What follows belongs to an exercise in optimizing a design on an open flow for small area; a production flow would make more cautious choices.
Only simulation tests tie the RTL to the original design; equivalence was not proved.

Design life, start of the top module:
module life(input logic clk,
            input logic reset,
            input logic [9:0][9:0] init,
            output logic [9:0][9:0] out);
Size: about 200 I/O pins, ~10000 um2 of cells after synthesis.
Settings: LEC_CHECK=0, CAP_MARGIN=20, CORE_MARGIN=2, CORE_UTILIZATION=40, SLEW_MARGIN=20, SYNTH_HIERARCHICAL=1; clock period 6.0 ns.
standard.sh (not shown) runs the stock make flow with config.mk's settings and CLKGATE_MAP_FILE= SYNTH_SCRIPT=/design/flow/synth_recipe.tcl, a recipe that flattens the netlist after the stock synthesis.
==> flow/flow/run.sh <==
#!/bin/bash
# Own layout flow: the standard ORFS flow, with two changes.
#  1. Synthesis is the standard script (flow/synth.tcl is synth_recipe.tcl
#     plus two wrappers): ABC maps with flow/abc.script, an area-oriented
#     script, instead of ORFS's delay-driven one, and Yosys's full-adder
#     extraction only runs on the adder modules (life_fa, life_ha).
#  2. Ports are buffered with buf_1 instead of the cell buffer_ports picks.
# Every tool's output goes to a log file in the work folder.
set -euo pipefail
W=$(pwd)
export MY_ABC_SCRIPT=$W/flow/abc.script
export MY_FA_SEL="life_fa life_ha"
bash standard.sh SYNTH_SCRIPT=$W/flow/synth.tcl synth > $W/synth.log 2>&1
bash standard.sh "BUFFER_PORTS_ARGS=-buffer_cell sky130_fd_sc_hd__buf_1" finish > $W/layout.log 2>&1
test -f out/final.def
==> flow/flow/abc.script <==
strash; &get -n; &deepsyn -T 10; &put; dch -f; amap; topo
==> flow/flow/synth.tcl <==
proc synth {args} { yosys synth -nofsm -noshare {*}$args }
proc abc {args} {
  if {[info exists ::env(MY_ABC_SCRIPT)]} {
    set i [lsearch -exact $args -script]
    if {$i >= 0} { set args [lreplace $args [expr {$i+1}] [expr {$i+1}] $::env(MY_ABC_SCRIPT)] }
    set i [lsearch -exact $args -D]
    if {$i >= 0} { set args [lreplace $args $i [expr {$i+1}]] }
  }
  yosys abc {*}$args
}
proc extract_fa {args} {
  if {[info exists ::env(MY_FA_SEL)]} {
    yosys extract_fa {*}$args {*}$::env(MY_FA_SEL)
  } else {
    yosys extract_fa {*}$args
  }
}
source $::env(SCRIPTS_DIR)/synth.tcl
# left out here: clear keep_hierarchy, flatten, clean up, hide names made inside functions, write 1_2_yosys.v
The baseline passed the timing, DRC and antenna checks.
Then changed:
Settings changed: CTS_BUF_LIST from default to sky130_fd_sc_hd__clkbuf_8, CTS_CLUSTER_SIZE from default to 20.
The changed run passed the timing, DRC and antenna checks.
Final area went down by about 0.9%.
Area after synthesis stays the same.
Non-clock buffer count is unchanged.


09-13:
Another version of the RTL of life (not shown whole).
Size in the first run: about 100 flip-flops, ~200 I/O pins, roughly 10000 sq um of cells after synthesis.
==> flow/config.mk <==
export PLATFORM = sky130hd
export DESIGN_NAME = life
export DESIGN_NICKNAME = life
export VERILOG_FILES = /design/flow/design.v
export SDC_FILE = /design/flow/constraint.sdc
export NUM_CORES = 4
export LEC_CHECK = 0
export CAP_MARGIN = 20
export CORE_MARGIN = 2
export CORE_UTILIZATION = 40
export SLEW_MARGIN = 20
export SYNTH_HIERARCHICAL = 1
==> flow/constraint.sdc <==
create_clock -name core_clock -period 6.0 [get_ports {clk}]
set_input_delay 1.2000 -clock core_clock [delete_from_list [all_inputs] [get_ports {clk}]]
set_output_delay 1.2000 -clock core_clock [all_outputs]
set_load 0.01 [all_outputs]
==> flow/flow/run.sh <==
#!/bin/bash
# Own layout flow: the standard ORFS flow, with two changes.
#  1. Synthesis is the standard script (flow/synth.tcl is synth_recipe.tcl
#     plus two wrappers): ABC maps with flow/abc.script, an area-oriented
#     script, instead of ORFS's delay-driven one, and Yosys's full-adder
#     extraction only runs on the adder modules (life_fa, life_ha).
#  2. Ports are buffered with buf_1 instead of the cell buffer_ports picks.
#  3. Clock tree synthesis uses clkbuf_8 and no dummy loads.
# Every tool's output goes to a log file in the work folder.
set -euo pipefail
W=$(pwd)
export MY_ABC_SCRIPT=$W/flow/abc.script
export MY_FA_SEL="life_fa life_ha"
bash standard.sh SYNTH_SCRIPT=$W/flow/synth.tcl synth > $W/synth.log 2>&1
bash standard.sh "BUFFER_PORTS_ARGS=-buffer_cell sky130_fd_sc_hd__buf_1" \
  "CTS_ARGS=-sink_clustering_enable -repair_clock_nets -dont_use_dummy_load -buf_list sky130_fd_sc_hd__clkbuf_8" finish > $W/layout.log 2>&1
test -f out/final.def
==> flow/flow/abc.script <==
strash; &get -n; &deepsyn -T 30; &put; dch -f; amap; topo
Scripts as last shown in full above: flow/flow/synth.tcl
09-13: PASS, flow complete, no timing, DRC or antenna violations
Here is what was changed in the inputs of 05-25 compared with 09-13.
- CTS_CLUSTER_SIZE: unset -> 40
- CTS_BUF_LIST: unset -> sky130_fd_sc_hd__clkbuf_16
- CTS_CLUSTER_DIAMETER: unset -> 150
--- a/flow/flow/run.sh
+++ b/flow/flow/run.sh
@@ -8 +7,0 @@
-#  3. Clock tree synthesis uses clkbuf_8 and no dummy loads.
@@ -15,2 +14 @@
-bash standard.sh "BUFFER_PORTS_ARGS=-buffer_cell sky130_fd_sc_hd__buf_1" \
-  "CTS_ARGS=-sink_clustering_enable -repair_clock_nets -dont_use_dummy_load -buf_list sky130_fd_sc_hd__clkbuf_8" finish > $W/layout.log 2>&1
+bash standard.sh "BUFFER_PORTS_ARGS=-buffer_cell sky130_fd_sc_hd__buf_1" finish > $W/layout.log 2>&1
### Flow results
- Comparing 09-13 with 05-25, the via count of the first global-routing pass came out essentially unchanged.
- Taking 09-13 as the reference, in 05-25 relative area change from synthesis to final layout saw an increase, setup slack saw an increase.
- From 09-13 to 05-25 the numbers moved as follows: total detailed-routing wirelength stayed essentially flat, hold slack dropped 0.0058 ns, global-route wire length before repair held.
- Final cell area: 05-25 above 09-13

-- re-timing with driven ports --
The flow's constraints put no driver on any port. The routed layouts listed below were extracted and timed again, unchanged, in two steps. Step 1 (the two cells are an assumption about what drives the block):
set clk [get_ports {clk}]
set_driving_cell -lib_cell sky130_fd_sc_hd__clkbuf_16 $clk
set_driving_cell -lib_cell sky130_fd_sc_hd__buf_2 [delete_from_list [all_inputs] $clk]
Step 2 times the ports against the registers' clock, not the clock port: input delays grow and output delays shrink by t, the midpoint of the rising clock arrivals with the driver on. Slacks: ideal / step 1 / step 2; pairs: ideal / step 1.
| run | t, ns | setup WS [ns] | worst hold slack (ns) | worst slew at a driven data input, ns |
|---|---|---|---|---|
| the first run of note 1 | 0.404 | 1.599 / 1.552 / 1.956 | 0.931 / 0.931 / 0.931 | 0.04 |
| the second run of note 1 | 0.436 | 1.543 / 1.503 / 1.939 | 0.923 / 0.923 / 0.923 | 0.04 |
| 09-13 | 0.418 | 1.650 / 1.606 / 2.024 | 0.928 / 0.928 / 0.928 | 0.04 |
| 05-25 | 0.396 | 1.688 / 1.638 / 2.034 | 0.922 / 0.922 / 0.922 | 0.04 |
After both steps every run listed still meets setup and hold.
